This design comes from an exercise in tuning for small area on the open sky130 flow, not from production work.
Function was checked by simulation only, so behaviour that the tests miss may differ from the original.
No driver is modelled on the clock port, so clocking that relies on it looks cheaper here than on a real chip.
Power is estimated from default activity; no workload was simulated.

## udma_i2c_control
module udma_i2c_control
(
	input  logic                      clk_i,
	input  logic                      rstn_i,
	input  logic                [3:0] ext_events_i,
	input  logic                [7:0] data_tx_i,
	input  logic                      data_tx_valid_i,
	output logic                      data_tx_ready_o,
	output logic                [7:0] data_rx_o,
	output logic                      data_rx_valid_o,
	input  logic                      data_rx_ready_i,
	input  logic                      sw_rst_i,
	output logic                      busy_o,
	output logic                      al_o,
	output logic                      eot_o,
	output logic                      ack_no,
	output logic                      err_o,
	input  logic                      scl_i,
	output logic                      scl_o,
	output logic                      scl_oe,
	input  logic                      sda_i,
	output logic                      sda_o,
	output logic                      sda_oe,
    input  logic [31:0] udma_cmd_i,
    input  logic udma_cmd_valid_i,
    output logic udma_cmd_ready_o
);
Size in the first run: roughly 550 cells after synthesis, about 120 flip-flops, ~72 I/O pins, about 5400 µm² of cells after synthesis.
Settings: LEC_CHECK=0, CAP_MARGIN=20, CORE_MARGIN=2, CORE_UTILIZATION=40, SLEW_MARGIN=20; clock period 5.0 ns.
standard.sh (not shown) runs the stock make flow with config.mk's settings and CLKGATE_MAP_FILE= SYNTH_SCRIPT=/design/flow/synth_recipe.tcl, a recipe that flattens the netlist after the stock synthesis.
==> flow/flow/run.sh <==
#!/bin/bash
# Layout flow: the standard ORFS flow (standard.sh) with three changes.
#  1. Synthesis: the same synthesis script (synth_recipe.tcl -> ORFS synth.tcl),
#     except that ABC maps the combinational logic with flow/area.abc (an
#     area-oriented script) instead of ORFS's delay-oriented abc_speed script.
#     Adders are left to ABC too (no extract_fa / adder techmap step).
#     Flip-flops are mapped apart from both, so registers, their names and
#     cell types are those of the standard synthesis.
#  2. Port buffers use the smallest buffer cell (buf_1).
#  3. The clock tree is built by flow/manual_cts.tcl, run by ORFS's CTS step
#     (PRE_CTS_TCL hook) on the placed design: the clock port drives one
#     root buffer (buf_6), which drives four leaf buffers (buf_12), each
#     placed at the centre of the quarter of the flip-flops it drives (the
#     quarters come from recursive bisection of their locations). TritonCTS
#     is told to skip these nets; the rest of the CTS step (placement
#     legalisation, timing repair) runs as usual.
# The tools' logs are ORFS's own, under orfs/logs; make's output goes to
# flow_make.log, and the generated scripts stay in this folder.
set -euo pipefail
here=$(pwd)

# ORFS synth.tcl with the ABC script replaced
sed -e 's|^\(\s*\)log_cmd abc {\*}\$abc_args$|\1log_cmd abc -script $::env(MY_ABC_SCRIPT) {*}[lrange $abc_args 2 end]|' \
    -e 's|^\(\s*\)\[env_var_exists_and_non_empty ADDER_MAP_FILE\] &&$|\10 \&\&|' \
    "$FLOW_HOME/scripts/synth.tcl" > "$here/my_synth_core.tcl"
grep -q 'MY_ABC_SCRIPT' "$here/my_synth_core.tcl"
grep -q '^\s*0 &&$' "$here/my_synth_core.tcl"

# The standard flow's synthesis wrapper, sourcing the script above
sed "s|source \$::env(SCRIPTS_DIR)/synth.tcl|source $here/my_synth_core.tcl|" \
    "$here/synth_recipe.tcl" > "$here/my_synth.tcl"
grep -q 'my_synth_core.tcl' "$here/my_synth.tcl"

# standard.sh, with the synthesis script above
sed "s|SYNTH_SCRIPT=[^ ]*|SYNTH_SCRIPT=$here/my_synth.tcl|" "$here/standard.sh" > "$here/my_standard.sh"
grep -q 'my_synth.tcl' "$here/my_standard.sh"

export MY_ABC_SCRIPT="$here/flow/area.abc"
export BUFFER_PORTS_ARGS="-buffer_cell sky130_fd_sc_hd__buf_1"
export PRE_CTS_TCL="$here/flow/manual_cts.tcl"
export MCTS_LEVELS=2
export MCTS_LEAF=sky130_fd_sc_hd__buf_12
export MCTS_ROOT=sky130_fd_sc_hd__buf_6
export CTS_ARGS="-sink_clustering_enable -repair_clock_nets -dont_use_dummy_load"
bash "$here/my_standard.sh" > "$here/flow_make.log" 2>&1
==> flow/flow/area.abc <==
strash
&get -n
&deepsyn -T 20
&put
&get -n
&st
&dch -f
&nf -a -R 1000
&put
Other scripts of this flow, unchanged in this note and not shown: flow/flow/manual_cts.tcl
Next try:
==> flow/flow/area.abc (replaced) <==
strash
&get -n
&deepsyn -T 20
&st
&dch -f
&nf -a -R 1000
&st
&dch -f
&nf -a -R 1000
&st
&dch -f
&nf -a -R 1000
&put
After rerunning:
- The new run finished with timing, DRC and antenna clean
- total power drops by 4.9%
- final cell count hardly moves
- design area goes down by 0.51%


udma_i2c_control, a different RTL version from the one above (not shown whole).
Size: about 540 cells after synthesis, about 120 flip-flops, roughly 5300 um^2 of cells after synthesis.
Settings: LEC_CHECK=0, CAP_MARGIN=0, CORE_MARGIN=2, CORE_UTILIZATION=40, SLEW_MARGIN=0; clock period 5.0 ns.
==> flow/flow/area.abc <==
strash
&get -n
&deepsyn -T 20
&st
&dch -f
&nf -a -R 1000
&st
&dch -f
&nf -a -R 1000
&st
&dch -f
&nf -a -R 1000
&put
==> flow/flow/manual_cts.tcl <==
# Clock tree built by hand before TritonCTS runs (PRE_CTS_TCL hook):
# the clock port drives one root buffer, which drives MCTS_NLEAF leaf buffers;
# each leaf buffer drives the flip-flops of one region, the regions coming
# from recursive bisection of the flip-flop locations (equal sizes).
# The nets built here are then skipped by TritonCTS.
proc mcts_split {items depth} {
  # items: list of {x y iterm}; returns a list of groups
  if {$depth == 0} { return [list $items] }
  set xs [lmap i $items {lindex $i 0}]
  set ys [lmap i $items {lindex $i 1}]
  set wx [expr {[tcl::mathfunc::max {*}$xs] - [tcl::mathfunc::min {*}$xs]}]
  set wy [expr {[tcl::mathfunc::max {*}$ys] - [tcl::mathfunc::min {*}$ys]}]
  set k [expr {$wx >= $wy ? 0 : 1}]
  set s [lsort -real -index $k $items]
  set h [expr {[llength $s] / 2}]
  return [concat [mcts_split [lrange $s 0 [expr {$h - 1}]] [expr {$depth - 1}]] \
                 [mcts_split [lrange $s $h end] [expr {$depth - 1}]]]
}

proc mcts_centroid {items} {
  set sx 0; set sy 0
  foreach i $items { set sx [expr {$sx + [lindex $i 0]}]; set sy [expr {$sy + [lindex $i 1]}] }
  set n [llength $items]
  return [list [expr {int($sx / $n)}] [expr {int($sy / $n)}]]
}

proc mcts_pin {inst dir} {
  foreach it [$inst getITerms] {
    if {[$it getSigType] != "SIGNAL"} { continue }
    if {$dir == "in" && [$it isInputSignal]} { return $it }
    if {$dir == "out" && [$it isOutputSignal]} { return $it }
  }
  error "no $dir pin on [$inst getName]"
}

proc mcts_build {clk_port levels leaf_master root_master} {
  set db [ord::get_db]
  set block [ord::get_db_block]
  set clk_net [[$block findBTerm $clk_port] getNet]
  set lm [$db findMaster $leaf_master]
  set rm [$db findMaster $root_master]
  set items {}
  foreach it [$clk_net getITerms] {
    set inst [$it getInst]
    set bb [$inst getBBox]
    lappend items [list [expr {([$bb xMin] + [$bb xMax]) / 2}] [expr {([$bb yMin] + [$bb yMax]) / 2}] $it]
  }
  puts "manual CTS: [llength $items] clock sinks on [$clk_net getName]"
  set groups [mcts_split $items $levels]
  # root buffer
  set root [odb::dbInst_create $block $rm mcts_root]
  set root_net [odb::dbNet_create $block mcts_root_net]
  $root_net setSigType CLOCK
  [mcts_pin $root in] connect $clk_net
  [mcts_pin $root out] connect $root_net
  set leaves {}
  set n 0
  set skip [list [$clk_net getName] mcts_root_net]
  foreach g $groups {
    set c [mcts_centroid $g]
    set leaf [odb::dbInst_create $block $lm mcts_leaf_$n]
    set lnet [odb::dbNet_create $block mcts_leaf_net_$n]
    $lnet setSigType CLOCK
    foreach i $g {
      set it [lindex $i 2]
      $it disconnect
      $it connect $lnet
    }
    [mcts_pin $leaf in] connect $root_net
    [mcts_pin $leaf out] connect $lnet
    $leaf setLocation [lindex $c 0] [lindex $c 1]
    $leaf setPlacementStatus PLACED
    lappend leaves [list [lindex $c 0] [lindex $c 1]]
    lappend skip mcts_leaf_net_$n
    puts "manual CTS: leaf $n drives [llength $g] sinks at $c"
    incr n
  }
  set rc [mcts_centroid $leaves]
  $root setLocation [lindex $rc 0] [lindex $rc 1]
  $root setPlacementStatus PLACED
  return $skip
}

set mcts_skip [mcts_build clk_i $::env(MCTS_LEVELS) $::env(MCTS_LEAF) $::env(MCTS_ROOT)]
set_cts_config -skip_nets $mcts_skip
Scripts as last shown in full above: flow/flow/run.sh
The baseline ran to the end with no violations.
Change:
--- a/flow/flow/area.abc
+++ b/flow/flow/area.abc
@@ -2,3 +2,3 @@
 &get -n
-&deepsyn -T 20
+&deepsyn -J 100 -T 120
 &st
--- a/flow/flow/manual_cts.tcl
+++ b/flow/flow/manual_cts.tcl
@@ -1,6 +1,8 @@
-# Clock tree built by hand before TritonCTS runs (PRE_CTS_TCL hook):
-# the clock port drives one root buffer, which drives MCTS_NLEAF leaf buffers;
-# each leaf buffer drives the flip-flops of one region, the regions coming
-# from recursive bisection of the flip-flop locations (equal sizes).
-# The nets built here are then skipped by TritonCTS.
+# Clock tree built by hand before TritonCTS runs (ORFS PRE_CTS_TCL hook):
+# the clock port drives one root buffer (MCTS_ROOT), which drives 2^MCTS_LEVELS
+# leaf buffers (MCTS_LEAF); each leaf buffer drives the flip-flops of one
+# region, the regions coming from recursive bisection of the flip-flop
+# locations (equal sizes), and sits at the centre of its flip-flops.
+# The nets built here are then skipped by TritonCTS (set_cts_config -skip_nets);
+# the CTS step's placement legalisation and timing repair run as usual.
 proc mcts_split {items depth} {
--- a/flow/config.mk
+++ b/flow/config.mk
@@ -7,5 +7,5 @@
 export LEC_CHECK = 0
-export CAP_MARGIN = 0
+export CAP_MARGIN = 20
 export CORE_MARGIN = 2
 export CORE_UTILIZATION = 40
-export SLEW_MARGIN = 0
+export SLEW_MARGIN = 20
Global-route usage does not change. Critical path depth does not change. Power stays the same. Worst setup slack is unchanged.

what the ideal ports hide:
No port has a modelled driver above. Below, the same layouts with a new extraction and two added sets of constraints.
Step 1, drivers: a clkbuf_16 drives clk_i and a buf_2 each remaining input, both assumed.
Step 2 adds t to the input delays and takes it off the output delays; t is the mean of the earliest and latest rising clock arrival at the registers after step 1. Input paths then give back, and output paths get back, about the clock's delay inside the block.
a / b / c = ideal / step 1 / step 2; a / b = the first two.
run | t, ns | setup WS [ns] | hold slack, ns | latest minus earliest clock arrival (ns) | pins driven straight from the clock port
the first run of note 1 | 0.366 | 1.349 / 1.349 / 1.349 | 0.394 / 0.394 / 0.394 | 0.012 / 0.012 | 1
the second run of note 1 | 0.368 | 1.556 / 1.556 / 1.556 | 0.394 / 0.394 / 0.394 | 0.013 / 0.012 | 1
the first run of note 2 | 0.365 | 1.634 / 1.600 / 1.718 | 0.391 / 0.391 / 0.391 | 0.015 / 0.016 | 1
the second run of note 2 | 0.365 | 1.634 / 1.600 / 1.718 | 0.391 / 0.391 / 0.391 | 0.015 / 0.016 | 1
After both steps setup and hold are still met in every run listed.
